Background: an optimization exercise with open tools, aiming at small area. Do not read the settings as production practice.
Function not checked in this run: the RTL went through the layout flow alone.
Power is estimated from default activity; no workload was simulated.

File: design.v
module Pong_cyclone2(
    input wire CLK,
    input wire RST_BTN,
    output wire VGA_HS_O,
    output wire VGA_VS_O,
    output wire [3:0] VGA_R,
    output wire [3:0] VGA_G,
    output wire [3:0] VGA_B,
    input key0,
    input key1,
    input key2,
    input key3,
    input startsig
    );
wire rst = ~RST_BTN;
function gt10(input [9:0] a, input [9:0] b);
    integer i; reg g;
    begin
        g = 1'b0;
        for (i = 0; i < 10; i = i + 1)
            g = (a[i] & ~b[i]) | (a[i] & g) | (~b[i] & g);
        gt10 = g;
    end
endfunction
function [9:0] step10(input [9:0] p, input en, input up);
    integer i; reg t;
    begin
        t = en;
        for (i = 0; i < 10; i = i + 1) begin
            step10[i] = p[i] ^ t;
            t = t & ~(p[i] ^ up);
        end
    end
endfunction
reg [10:0] u;
reg [9:0]  v;
wire [9:0] xr = u[10:1];
wire blank = u[10] & u[9] & (u[8] | (u[7] & u[6]));    
wire eol   = u[10] & ~u[9] & u[8] & u[0];               
wire v525  = v[9] & v[3] & v[2] & v[0];                 
always @(posedge CLK)
    if (rst)
        u <= 11'd1727;
    else if (eol)
        u <= 11'd1728;
    else
        u <= u + 11'd1;
always @(posedge CLK)
    if (rst | (v525 & u[0]))
        v <= 10'd0;
    else if (eol)
        v <= v + 10'd1;
assign VGA_HS_O = ~((u >= 11'd1760) & (u < 11'd1952));
assign VGA_VS_O = ~((v >= 10'd490) & (v < 10'd492));
wire vb = v[9] | (v[8] & v[7] & v[6] & v[5]);
wire [8:0] y = vb ? 9'd479 : v[8:0];
reg [2:0] s1, ns1;
reg gos, nsgo, sgo;
wire ss   = s1[2] & ~s1[0];
wire go2  = s1[2] & s1[0];
wire play = ~ss & ~sgo;
reg [14:0] c;
wire ptick = (c == 15'h61ca);
always @(posedge CLK)
    if (rst)
        c <= 15'h03ff;
    else
        c <= {c[13:0], c[14] ^ c[13] ^ ptick};
reg [15:0] cb;
wire btick = (cb == 16'he1b8);
always @(posedge CLK)
    if (rst)
        cb <= 16'hc370;
    else
        cb <= {cb[14:0], cb[15] ^ cb[14] ^ cb[12] ^ cb[3] ^ btick};
reg [9:0] bx;
reg [8:0] by;
reg [8:0] ply1, ply2, pry1, pry2;
wire [9:0] yy = {1'b0, y};
wire [9:0] byy = {1'b0, by};
wire [10:0] dx = {1'b0, xr} - {1'b0, bx};
wire [10:0] dy = {1'b0, yy} - {1'b0, byy};
wire ballx = ~blank & (dx[10:5] == 6'd0) & (dx[4:0] != 5'd0) & (dx[4:0] < 5'd20);
wire bally = (dy[10:5] == 6'd0) & (dy[4:0] != 5'd0) & (dy[4:0] < 5'd20);
wire ball = ballx & bally;
wire pl = (xr != 10'd0) & (xr < 10'd20)
        & gt10(yy, {1'b0, ply1}) & gt10({1'b0, ply2}, yy);
wire pr = (xr > 10'd620) & (xr < 10'd640)
        & gt10(yy, {1'b0, pry1}) & gt10({1'b0, pry2}, yy);
wire inx     = (xr != 10'd0) & (xr < 10'd640);
wire toprow  = (v != 10'd0) & (v < 10'd10);
wire botrow  = (v > 10'd470);
wire top     = inx & toprow;
wire bottom  = inx & botrow;
wire left    = (xr != 10'd0) & (xr < 10'd10) & (v != 10'd0);
wire right   = (xr > 10'd630) & (xr < 10'd640) & (v != 10'd0);
wire border  = top | bottom | left | right;
wire redbg   = inx & (v != 10'd0);
wire ywall = s1[0] ? bottom : top;
wire xpad  = s1[1] ? pr : pl;
wire xwall = s1[1] ? right : left;
always @(posedge CLK)
    if (rst) begin
        s1 <= 3'b100;
        ns1 <= 3'b100;
        gos <= 1'b0;
        nsgo <= 1'b0;
        sgo <= 1'b0;
    end else begin
        s1 <= ns1;
        gos <= gos | go2;
        nsgo <= gos;
        sgo <= nsgo;
        if (ss)
            ns1 <= startsig ? 3'b011 : 3'b100;
        else if (~s1[2]) begin
            if (ball & ywall)
                ns1 <= {1'b0, s1[1], ~s1[0]};
            else if (ball & xpad)
                ns1 <= {1'b0, ~s1[1], s1[0]};
            else if (ball & xwall)
                ns1 <= 3'b101;
        end else
            ns1 <= 3'b101;
    end
wire bmove = ~s1[2] & btick;
wire [9:0] bx_n = step10(bx, bmove, s1[1]);
wire [9:0] by_n = step10({1'b0, by}, bmove, s1[0]);
always @(posedge CLK)
    if (ss) begin
        bx <= 10'd310;
        by <= 9'd230;
    end else begin
        bx <= bx_n;
        by <= by_n[8:0];
    end
wire pmove = play & ptick;
wire lmv = pmove & ~(key3 & key2);
wire rmv = pmove & ~(key1 & key0);
wire lhold = pl & (toprow | botrow);
wire rhold = pr & (toprow | botrow);
wire [9:0] ply1_n = step10({1'b0, ply1}, lmv & ~lhold, ~key3);
wire [9:0] ply2_n = step10({1'b0, ply2}, lmv, ~key3);
wire [9:0] pry1_n = step10({1'b0, pry1}, rmv & ~rhold, ~key1);
wire [9:0] pry2_n = step10({1'b0, pry2}, rmv, ~key1);
always @(posedge CLK)
    if (ss) begin
        ply1 <= 9'd190;
        ply2 <= 9'd290;
        pry1 <= 9'd360;
        pry2 <= 9'd460;
    end else begin
        ply1 <= ply1_n[8:0];
        ply2 <= ply2_n[8:0];
        pry1 <= pry1_n[8:0];
        pry2 <= pry2_n[8:0];
    end
wire t1, t2;
assign t1 = ((xr > 10'd16) & (xr < 10'd48) & (v > 10'd8) & (v < 10'd16)) |
    ((xr > 10'd8) & (xr < 10'd24) & (v > 10'd16) & (v < 10'd24)) |
    ((xr > 10'd8) & (xr < 10'd32) & (v > 10'd24) & (v < 10'd32)) |
    ((xr > 10'd16) & (xr < 10'd40) & (v > 10'd32) & (v < 10'd40)) |
    ((xr > 10'd24) & (xr < 10'd48) & (v > 10'd40) & (v < 10'd48)) |
    ((xr > 10'd32) & (xr < 10'd48) & (v > 10'd48) & (v < 10'd56)) |
    ((xr > 10'd8) & (xr < 10'd40) & (v > 10'd56) & (v < 10'd64)) |
    ((xr > 10'd64) & (xr < 10'd80) & (v > 10'd8) & (v < 10'd16)) |
    ((xr > 10'd64) & (xr < 10'd80) & (v > 10'd16) & (v < 10'd24)) |
    ((xr > 10'd64) & (xr < 10'd80) & (v > 10'd24) & (v < 10'd32)) |
    ((xr > 10'd64) & (xr < 10'd80) & (v > 10'd32) & (v < 10'd40)) |
    ((xr > 10'd64) & (xr < 10'd80) & (v > 10'd40) & (v < 10'd48)) |
    ((xr > 10'd64) & (xr < 10'd88) & (v > 10'd48) & (v < 10'd56)) |
    ((xr > 10'd72) & (xr < 10'd96) & (v > 10'd56) & (v < 10'd64)) |
    ((xr > 10'd96) & (xr < 10'd104) & (v > 10'd48) & (v < 10'd64)) |
    ((xr > 10'd104) & (xr < 10'd112) & (v > 10'd8) & (v < 10'd56)) |
    ((xr > 10'd120) & (xr < 10'd160) & (v > 10'd8) & (v < 10'd16)) |
    ((xr > 10'd120) & (xr < 10'd136) & (v > 10'd16) & (v < 10'd24)) |
    ((xr > 10'd152) & (xr < 10'd168) & (v > 10'd16) & (v < 10'd24)) |
    ((xr > 10'd120) & (xr < 10'd136) & (v > 10'd24) & (v < 10'd32)) |
    ((xr > 10'd160) & (xr < 10'd176) & (v > 10'd24) & (v < 10'd32)) |
    ((xr > 10'd120) & (xr < 10'd136) & (v > 10'd32) & (v < 10'd40)) |
    ((xr > 10'd160) & (xr < 10'd176) & (v > 10'd32) & (v < 10'd40)) |
    ((xr > 10'd120) & (xr < 10'd136) & (v > 10'd40) & (v < 10'd48)) |
    ((xr > 10'd160) & (xr < 10'd176) & (v > 10'd40) & (v < 10'd48)) |
    ((xr > 10'd120) & (xr < 10'd136) & (v > 10'd48) & (v < 10'd56)) |
    ((xr > 10'd152) & (xr < 10'd168) & (v > 10'd48) & (v < 10'd56)) |
    ((xr > 10'd120) & (xr < 10'd160) & (v > 10'd56) & (v < 10'd64)) |
    ((xr > 10'd184) & (xr < 10'd224) & (v > 10'd8) & (v < 10'd16)) |
    ((xr > 10'd184) & (xr < 10'd200) & (v > 10'd16) & (v < 10'd24)) |
    ((xr > 10'd216) & (xr < 10'd232) & (v > 10'd16) & (v < 10'd24)) |
    ((xr > 10'd184) & (xr < 10'd200) & (v > 10'd24) & (v < 10'd32)) |
    ((xr > 10'd224) & (xr < 10'd240) & (v > 10'd24) & (v < 10'd32)) |
    ((xr > 10'd184) & (xr < 10'd200) & (v > 10'd32) & (v < 10'd40)) |
    ((xr > 10'd224) & (xr < 10'd240) & (v > 10'd32) & (v < 10'd40)) |
    ((xr > 10'd184) & (xr < 10'd200) & (v > 10'd40) & (v < 10'd48)) |
    ((xr > 10'd224) & (xr < 10'd240) & (v > 10'd40) & (v < 10'd48)) |
    ((xr > 10'd184) & (xr < 10'd200) & (v > 10'd48) & (v < 10'd56)) |
    ((xr > 10'd216) & (xr < 10'd232) & (v > 10'd48) & (v < 10'd56)) |
    ((xr > 10'd184) & (xr < 10'd224) & (v > 10'd56) & (v < 10'd64)) |
    ((xr > 10'd248) & (xr < 10'd288) & (v > 10'd8) & (v < 10'd16)) |
    ((xr > 10'd248) & (xr < 10'd264) & (v > 10'd16) & (v < 10'd24)) |
    ((xr > 10'd248) & (xr < 10'd280) & (v > 10'd24) & (v < 10'd32)) |
    ((xr > 10'd248) & (xr < 10'd264) & (v > 10'd32) & (v < 10'd40)) |
    ((xr > 10'd248) & (xr < 10'd264) & (v > 10'd40) & (v < 10'd48)) |
    ((xr > 10'd248) & (xr < 10'd264) & (v > 10'd48) & (v < 10'd56)) |
    ((xr > 10'd248) & (xr < 10'd288) & (v > 10'd56) & (v < 10'd64)) |
    ((xr > 10'd296) & (xr < 10'd304) & (v > 10'd8) & (v < 10'd64)) |
    ((xr > 10'd304) & (xr < 10'd312) & (v > 10'd16) & (v < 10'd40)) |
    ((xr > 10'd312) & (xr < 10'd320) & (v > 10'd24) & (v < 10'd48)) |
    ((xr > 10'd320) & (xr < 10'd328) & (v > 10'd32) & (v < 10'd56)) |
    ((xr > 10'd328) & (xr < 10'd336) & (v > 10'd8) & (v < 10'd64)) |
    ((xr > 10'd184) & (xr < 10'd224) & (v > 10'd72) & (v < 10'd80)) |
    ((xr > 10'd184) & (xr < 10'd200) & (v > 10'd80) & (v < 10'd88)) |
    ((xr > 10'd216) & (xr < 10'd232) & (v > 10'd80) & (v < 10'd88)) |
    ((xr > 10'd184) & (xr < 10'd200) & (v > 10'd88) & (v < 10'd96)) |
    ((xr > 10'd224) & (xr < 10'd240) & (v > 10'd88) & (v < 10'd96)) |
    ((xr > 10'd184) & (xr < 10'd200) & (v > 10'd96) & (v < 10'd104)) |
    ((xr > 10'd224) & (xr < 10'd240) & (v > 10'd96) & (v < 10'd104)) |
    ((xr > 10'd184) & (xr < 10'd200) & (v > 10'd104) & (v < 10'd112)) |
    ((xr > 10'd224) & (xr < 10'd240) & (v > 10'd104) & (v < 10'd112)) |
    ((xr > 10'd184) & (xr < 10'd200) & (v > 10'd112) & (v < 10'd120)) |
    ((xr > 10'd216) & (xr < 10'd232) & (v > 10'd112) & (v < 10'd120)) |
    ((xr > 10'd184) & (xr < 10'd224) & (v > 10'd120) & (v < 10'd128)) |
    ((xr > 10'd248) & (xr < 10'd288) & (v > 10'd72) & (v < 10'd80)) |
    ((xr > 10'd248) & (xr < 10'd264) & (v > 10'd80) & (v < 10'd88)) |
    ((xr > 10'd248) & (xr < 10'd280) & (v > 10'd88) & (v < 10'd96)) |
    ((xr > 10'd248) & (xr < 10'd264) & (v > 10'd96) & (v < 10'd104)) |
    ((xr > 10'd248) & (xr < 10'd264) & (v > 10'd104) & (v < 10'd112)) |
    ((xr > 10'd248) & (xr < 10'd264) & (v > 10'd112) & (v < 10'd120)) |
    ((xr > 10'd248) & (xr < 10'd288) & (v > 10'd120) & (v < 10'd128)) |
    ((xr > 10'd304) & (xr < 10'd320) & (v > 10'd72) & (v < 10'd80)) |
    ((xr > 10'd296) & (xr < 10'd304) & (v > 10'd80) & (v < 10'd128)) |
    ((xr > 10'd304) & (xr < 10'd320) & (v > 10'd80) & (v < 10'd88)) |
    ((xr > 10'd304) & (xr < 10'd320) & (v > 10'd104) & (v < 10'd112)) |
    ((xr > 10'd320) & (xr < 10'd328) & (v > 10'd72) & (v < 10'd128)) |
    ((xr > 10'd328) & (xr < 10'd336) & (v > 10'd80) & (v < 10'd128)) |
    ((xr > 10'd344) & (xr < 10'd392) & (v > 10'd72) & (v < 10'd80)) |
    ((xr > 10'd360) & (xr < 10'd376) & (v > 10'd80) & (v < 10'd128)) |
    ((xr > 10'd400) & (xr < 10'd416) & (v > 10'd72) & (v < 10'd128)) |
    ((xr > 10'd416) & (xr < 10'd440) & (v > 10'd96) & (v < 10'd104)) |
    ((xr > 10'd440) & (xr < 10'd456) & (v > 10'd72) & (v < 10'd128)) |
    ((xr > 10'd60) & (xr < 10'd90) & (v > 10'd230) & (v < 10'd400)) |
    ((xr > 10'd90) & (xr < 10'd180) & (v > 10'd230) & (v < 10'd260)) |
    ((xr > 10'd90) & (xr < 10'd180) & (v > 10'd280) & (v < 10'd310)) |
    ((xr > 10'd150) & (xr < 10'd180) & (v > 10'd260) & (v < 10'd280)) |
    ((xr > 10'd200) & (xr < 10'd230) & (v > 10'd230) & (v < 10'd400)) |
    ((xr > 10'd230) & (xr < 10'd290) & (v > 10'd230) & (v < 10'd260)) |
    ((xr > 10'd290) & (xr < 10'd320) & (v > 10'd230) & (v < 10'd400)) |
    ((xr > 10'd230) & (xr < 10'd290) & (v > 10'd370) & (v < 10'd400)) |
    ((xr > 10'd340) & (xr < 10'd370) & (v > 10'd230) & (v < 10'd400)) |
    ((xr > 10'd370) & (xr < 10'd385) & (v > 10'd265) & (v < 10'd320)) |
    ((xr > 10'd385) & (xr < 10'd400) & (v > 10'd285) & (v < 10'd350)) |
    ((xr > 10'd400) & (xr < 10'd430) & (v > 10'd230) & (v < 10'd400)) |
    ((xr > 10'd450) & (xr < 10'd480) & (v > 10'd230) & (v < 10'd400)) |
    ((xr > 10'd480) & (xr < 10'd570) & (v > 10'd230) & (v < 10'd260)) |
    ((xr > 10'd480) & (xr < 10'd570) & (v > 10'd370) & (v < 10'd400)) |
    ((xr > 10'd540) & (xr < 10'd570) & (v > 10'd320) & (v < 10'd370)) |
    ((xr > 10'd510) & (xr < 10'd570) & (v > 10'd290) & (v < 10'd320));
assign t2 = ((xr > 10'd24) & (xr < 10'd56) & (v > 10'd8) & (v < 10'd16)) |
    ((xr > 10'd16) & (xr < 10'd32) & (v > 10'd16) & (v < 10'd24)) |
    ((xr > 10'd8) & (xr < 10'd24) & (v > 10'd24) & (v < 10'd32)) |
    ((xr > 10'd8) & (xr < 10'd24) & (v > 10'd32) & (v < 10'd40)) |
    ((xr > 10'd8) & (xr < 10'd24) & (v > 10'd40) & (v < 10'd48)) |
    ((xr > 10'd16) & (xr < 10'd32) & (v > 10'd48) & (v < 10'd56)) |
    ((xr > 10'd24) & (xr < 10'd64) & (v > 10'd56) & (v < 10'd64)) |
    ((xr > 10'd48) & (xr < 10'd64) & (v > 10'd48) & (v < 10'd56)) |
    ((xr > 10'd48) & (xr < 10'd64) & (v > 10'd40) & (v < 10'd48)) |
    ((xr > 10'd40) & (xr < 10'd64) & (v > 10'd32) & (v < 10'd40)) |
    ((xr > 10'd80) & (xr < 10'd96) & (v > 10'd8) & (v < 10'd16)) |
    ((xr > 10'd72) & (xr < 10'd80) & (v > 10'd16) & (v < 10'd64)) |
    ((xr > 10'd80) & (xr < 10'd96) & (v > 10'd16) & (v < 10'd24)) |
    ((xr > 10'd80) & (xr < 10'd96) & (v > 10'd40) & (v < 10'd48)) |
    ((xr > 10'd96) & (xr < 10'd104) & (v > 10'd8) & (v < 10'd64)) |
    ((xr > 10'd104) & (xr < 10'd112) & (v > 10'd16) & (v < 10'd64)) |
    ((xr > 10'd120) & (xr < 10'd128) & (v > 10'd8) & (v < 10'd60)) |
    ((xr > 10'd128) & (xr < 10'd136) & (v > 10'd16) & (v < 10'd32)) |
    ((xr > 10'd136) & (xr < 10'd144) & (v > 10'd24) & (v < 10'd40)) |
    ((xr > 10'd144) & (xr < 10'd152) & (v > 10'd16) & (v < 10'd32)) |
    ((xr > 10'd152) & (xr < 10'd160) & (v > 10'd8) & (v < 10'd60)) |
    ((xr > 10'd160) & (xr < 10'd168) & (v > 10'd8) & (v < 10'd60)) |
    ((xr > 10'd176) & (xr < 10'd216) & (v > 10'd8) & (v < 10'd16)) |
    ((xr > 10'd176) & (xr < 10'd192) & (v > 10'd16) & (v < 10'd24)) |
    ((xr > 10'd176) & (xr < 10'd208) & (v > 10'd24) & (v < 10'd32)) |
    ((xr > 10'd176) & (xr < 10'd192) & (v > 10'd32) & (v < 10'd40)) |
    ((xr > 10'd176) & (xr < 10'd192) & (v > 10'd40) & (v < 10'd48)) |
    ((xr > 10'd176) & (xr < 10'd192) & (v > 10'd48) & (v < 10'd56)) |
    ((xr > 10'd176) & (xr < 10'd216) & (v > 10'd56) & (v < 10'd64)) |
    ((xr > 10'd256) & (xr < 10'd288) & (v > 10'd8) & (v < 10'd16)) |
    ((xr > 10'd248) & (xr < 10'd264) & (v > 10'd16) & (v < 10'd24)) |
    ((xr > 10'd280) & (xr < 10'd296) & (v > 10'd16) & (v < 10'd24)) |
    ((xr > 10'd240) & (xr < 10'd256) & (v > 10'd24) & (v < 10'd32)) |
    ((xr > 10'd288) & (xr < 10'd304) & (v > 10'd24) & (v < 10'd32)) |
    ((xr > 10'd240) & (xr < 10'd256) & (v > 10'd32) & (v < 10'd40)) |
    ((xr > 10'd288) & (xr < 10'd304) & (v > 10'd32) & (v < 10'd40)) |
    ((xr > 10'd240) & (xr < 10'd256) & (v > 10'd40) & (v < 10'd48)) |
    ((xr > 10'd288) & (xr < 10'd304) & (v > 10'd40) & (v < 10'd48)) |
    ((xr > 10'd248) & (xr < 10'd264) & (v > 10'd48) & (v < 10'd56)) |
    ((xr > 10'd280) & (xr < 10'd296) & (v > 10'd48) & (v < 10'd56)) |
    ((xr > 10'd256) & (xr < 10'd288) & (v > 10'd56) & (v < 10'd64)) |
    ((xr > 10'd312) & (xr < 10'd320) & (v > 10'd8) & (v < 10'd24)) |
    ((xr > 10'd320) & (xr < 10'd328) & (v > 10'd8) & (v < 10'd48)) |
    ((xr > 10'd328) & (xr < 10'd336) & (v > 10'd24) & (v < 10'd72)) |
    ((xr > 10'd336) & (xr < 10'd344) & (v > 10'd56) & (v < 10'd72)) |
    ((xr > 10'd344) & (xr < 10'd352) & (v > 10'd40) & (v < 10'd72)) |
    ((xr > 10'd352) & (xr < 10'd360) & (v > 10'd8) & (v < 10'd40)) |
    ((xr > 10'd360) & (xr < 10'd368) & (v > 10'd8) & (v < 10'd24)) |
    ((xr > 10'd376) & (xr < 10'd416) & (v > 10'd8) & (v < 10'd16)) |
    ((xr > 10'd376) & (xr < 10'd392) & (v > 10'd16) & (v < 10'd24)) |
    ((xr > 10'd376) & (xr < 10'd408) & (v > 10'd24) & (v < 10'd32)) |
    ((xr > 10'd376) & (xr < 10'd392) & (v > 10'd32) & (v < 10'd40)) |
    ((xr > 10'd376) & (xr < 10'd392) & (v > 10'd40) & (v < 10'd48)) |
    ((xr > 10'd376) & (xr < 10'd392) & (v > 10'd48) & (v < 10'd56)) |
    ((xr > 10'd376) & (xr < 10'd416) & (v > 10'd56) & (v < 10'd64)) |
    ((xr > 10'd424) & (xr < 10'd432) & (v > 10'd8) & (v < 10'd64)) |
    ((xr > 10'd432) & (xr < 10'd440) & (v > 10'd8) & (v < 10'd64)) |
    ((xr > 10'd440) & (xr < 10'd464) & (v > 10'd8) & (v < 10'd16)) |
    ((xr > 10'd456) & (xr < 10'd472) & (v > 10'd16) & (v < 10'd24)) |
    ((xr > 10'd456) & (xr < 10'd472) & (v > 10'd24) & (v < 10'd32)) |
    ((xr > 10'd440) & (xr < 10'd464) & (v > 10'd32) & (v < 10'd40)) |
    ((xr > 10'd432) & (xr < 10'd456) & (v > 10'd40) & (v < 10'd48)) |
    ((xr > 10'd456) & (xr < 10'd472) & (v > 10'd48) & (v < 10'd56)) |
    ((xr > 10'd456) & (xr < 10'd480) & (v > 10'd56) & (v < 10'd64));
reg r3, g3, b3;
always @(posedge CLK)
    if (ss) begin
        r3 <= redbg;
        g3 <= t1;
        b3 <= t1;
    end else if (sgo) begin
        r3 <= t2;
        g3 <= t2;
        b3 <= t2;
    end else begin
        r3 <= pr | border;
        g3 <= pl | border;
        b3 <= ball | border;
    end
assign VGA_R = {r3, 3'b000};
assign VGA_G = {g3, 3'b000};
assign VGA_B = {b3, 3'b000};
endmodule
File: run.sh
#!/bin/bash
# synth_recipe.tcl (not shown) runs the flow's synth.tcl, then flattens the netlist and writes it again
# the make line also repeats each setting of config.mk as NAME=value (left out here)
make -C /OpenROAD-flow-scripts/flow DESIGN_CONFIG=/design/flow/config.mk WORK_HOME=/design/flow/orfs CLKGATE_MAP_FILE= SYNTH_SCRIPT=/design/flow/synth_recipe.tcl finish
File: config.mk
export PLATFORM = sky130hd
export DESIGN_NAME = Pong_cyclone2
export DESIGN_NICKNAME = Pong_cyclone2
export VERILOG_FILES = /design/flow/design.v
export SDC_FILE = /design/flow/constraint.sdc
export NUM_CORES = 4
export LEC_CHECK = 0
export CAP_MARGIN = 20
export CORE_MARGIN = 2
export CORE_UTILIZATION = 40
export SLEW_MARGIN = 20
File: constraint.sdc
create_clock -name core_clock -period 10.0 [get_ports {CLK}]
set_input_delay 2.0000 -clock core_clock [delete_from_list [all_inputs] [get_ports {CLK}]]
set_output_delay 2.0000 -clock core_clock [all_outputs]
set_load 0.01 [all_outputs]
==> results.toml <==
[synth]
yosys_most_used_dff = "dfxtp_1"
synth_seq_cells = 119
seq_area_frac_synth_pct = 23.5
synth_top_area_share_pct = 23.5
avgSynthCellArea_um2 = 7.22
synth_most_common_cell = "nor2_1"
synth_cell_types = 94
ys.warnings.count = 1
synth_top_cells_by_area = "dfxtp_1 (23%), nor2_1 (4.9%), a21oi_1 (4.4%)"
synth-edff-count = 0
syn-cell-area_mm2 = 0.0102
synth_top_area_cell = "dfxtp_1"
async_flop_share_pct = 0
synth_cells = 1407
ys_top_cells_by_count = "nor2_1 (132), dfxtp_1 (119), nand2_1 (116), a21oi_1 (89), o21ai_0 (77)"

[global_route]
grtUsageMet1_pct = 38.2
busiest_layer = "met2"
first_global_vias = 10000
grt_pass1_wl_um = 57700
antenna_found_initial = 0
use_met2_pct = 41.7
use_met3_pct = 5.05
overflow = 0
grt_usage_pct = 27.9
grt_start_max_net_pins = 48

[hold_path]
worstHoldPathCells = 1
worstHoldStart = "cb[4]$_SDFF_PN1_"
hold_class = "reg2reg"

[timing]
min_period_ns = 4.72
hold_violations = 0
timing.fmax_ghz = 0.212
setup_viol = 0
rsz0062_at_grt = "no"
finalCritPeriodShare_pct = 47.2
fin_ws_ns = 5.28
final.setup.tns_ns = 0
skew_ns = 0.0153
tightest_slew_ns = 1.13
max_slew_margin_pct = 24.6
fin_hold_ws_ns = 0.437
drv_slew = 0

[drt]
avgViaCountPerCell = 6.43
dr.pass1.iters = 7
wl_um = 37400
postRouteAntennaNets = 0
first_iter_violations = 1496
vias = 10900
route.detailed.drc = 0
wl_per_cell_um = 22.1

[critical_path]
worstPathArrival_ns = 5.08
crit_path_end_kind = "register"
r2r_start = "v[6]$_SDFFE_PP0P_"
endpoint = "ns1[1]$_SDFFE_PN0P_"
crit_required_ns = 10.36
r2r_slack_ns = 5.28
crit_start = "v[6]$_SDFFE_PP0P_"
r2r_cells = 12
startpoint_type = "register"
critPathMaxFanout = 31
setup.worst_path.class = "reg2reg"
timing.rr.end = "ns1[1]$_SDFFE_PN0P_"

[clock_network]
cts_setup_buffers = 0
cts_buffer_depth = 2
clock_sinks = 119
htree_levels = 4
cts_buffers = 17
root_buffer = "clkbuf_16"
clk_latency_ns = 0.43
cts_tree = "built"
clk_pin_slew_worst_paths_ns = 0.06
ctsHoldBuffers = 0
cts_resized = 0

[finish]
multi_input_area_mm2 = 0.00710
area_growth_syn_to_layout_pct = 7.82
n_fill_cell = 2578
n_antenna_cell = 0
nets = 1383
register_area_mm2 = 0.00238
final_area_mm2 = 0.0110
stdcell_count = 1691
layout-drive-gt1-share_pct = 6.61
finalCoreUtilization_pct = 43.7

[die]
row_count = 58
ios = 21
core_mm2 = 0.0250
start_util_pct = 40.6
fp.dieH_um = 163
dieArea_mm2 = 0.0267
die_w_um = 163

[placed_design]
dp_cells = 1659
io_buffers = 11
place_ws_ns = 5.43
place_hpwl_um = 27300
place_area_mm2 = 0.0104
gp_congestion = 1.02

[power_and_ir_drop]
powerDensity_mw_per_mm2 = 134
irDropWorstVdd_uv = 103
p_total_mw = 1.46
p_leak_nw = 3.77

[flow_run]
drv_cap = 0

[status]
outcome = "timing/DRC/antenna clean"
-- worst max-delay path, stage by stage, from the launching register on --
cell	delay, ns
dfxtp_1	0.68
and4_1	0.50
nor3_1	0.56
inv_1	0.12
ha_1	0.36
a21o_1	0.22
a221oi_1	0.40
nor2b_1	0.09
o21a_1	0.19
or4b_2	0.63
a31oi_1	0.38
mux2_2	0.38
o2bb2ai_1	0.13
-- cell families (layout without fill, tap and decap cells) --
| family | Yosys count | count (layout) | share of synthesized area [%] |
|---|---|---|---|
| adders and majority gates | 34 | 34 | 4.19 |
| DFF | 119 | 119 | 23.5 |
| other | 1 | 9 | 0.0369 |
| muxes | 6 | 6 | 0.616 |
| buffers and inverters | 168 | 114 | 6.94 |
| and+or+nand+nor | 621 | 621 | 32.7 |
| xor gates and xnor gates | 79 | 79 | 6.81 |
| AOI/OAI and AO/OA | 379 | 379 | 25.2 |
-- layout make-up --
cell class                 count  share of cell area (%)
clock buffer                  17                    3.88
clock inverter                15                    1.57
inverter                      49                    1.68
multi-input combinational   1128                    64.9
sequential                   119                    21.8
tap                          330                    3.77
timing repair buffer          33                    2.49
-- cells in the final DEF (no fill, tap or decap), types with 8 or more instances in the layout --
master / Yosys / routed
a211oi_1: 14 / 14
a21o_1: 13 / 13
a21oi_1: 89 / 89
a31oi_1: 18 / 18
and2_1: 28 / 28
and3_1: 20 / 20
buf_4: 12 / 21
clkbuf_16: 0 / 17
clkdlybuf4s50_1: 0 / 11
conb_1: 1 / 9
dfxtp_1: 119 / 119
ha_1: 26 / 26
inv_1: 48 / 48
nand2_1: 116 / 116
nand2b_1: 50 / 50
nand3_1: 57 / 57
nand4_1: 33 / 33
nor2_1: 132 / 131
nor2b_1: 21 / 21
nor3_1: 48 / 48
nor4_1: 25 / 25
o2111ai_1: 16 / 16
o211ai_1: 18 / 18
o21a_1: 9 / 9
o21ai_0: 77 / 77
o21bai_1: 8 / 8
o221ai_1: 8 / 8
o22ai_1: 11 / 11
o31ai_1: 14 / 14
or3_1: 22 / 22
or4_1: 10 / 10
xnor2_1: 47 / 47
xor2_1: 32 / 32
-- layer usage --
metal | wire [um] | part of all wire [%] | up-vias
li1 | - | - | 5036
met1 | 16200 | 43 | 5121
met2 | 16000 | 43 | 593
met3 | 3200 | 8.6 | 127
met4 | 1920 | 5.1 | 0
met5 | 0 | 0 | -
-- registers in the layout, summed over array words and instances, names as in the netlist --
name and flops:
b3 1, bx 10, by 9, c 15, cb 16, g3 1
gos 1, ns1 3, nsgo 1, ply1 9, ply2 9, pry1 9
pry2 9, r3 1, s1 3, sgo 1, u 11, v 10
-- power by group --
part | switching (mW) | internal [mW] | leakage, nW
Clock | 0.284 | 0.338 | 0.295
Combinational | 0.222 | 0.104 | 2.51
Sequential | 0.0268 | 0.489 | 0.970
-- worst min path at each step --
stage / to / slack (ns)
after floorplan: s1[2]$_SDFF_PN1_ / 0.39
after global placement: c[9]$_SDFF_PN1_ / 0.42
after detailed placement: c[2]$_SDFF_PN1_ / 0.42
after CTS: cb[5]$_SDFF_PN1_ / 0.44
after global routing: c[2]$_SDFF_PN1_ / 0.46
final: cb[5]$_SDFF_PN1_ / 0.44

==> re-timing with driven ports <==
In the flow no input, the clock included, has a driving cell. The finished layout below was timed again as built, in two steps.
Step 1 sets driving cells, clkbuf_16 on the clock port and buf_2 on the other inputs (assumed; they add their load-dependent delay and slew).
Step 2 adds t to the input delays and takes it off the output delays; t is the mean of the earliest and latest rising clock arrival at the registers after step 1. Input paths then give back, and output paths get back, about the clock's delay inside the block.
Slacks: ideal ports / drivers / drivers and shift; pairs: ideal ports / drivers.
t, ns: 0.477
slack for setup (ns): 5.277 / 5.248 / 5.277
hold WS [ns]: 0.437 / 0.437 / 0.437
worst slew at a driven data input, ns: 0.03
After both steps setup and hold are still met in this run. The setup slack of this run moves by -0.029 ns with the drivers and by 0.000 ns with both steps.
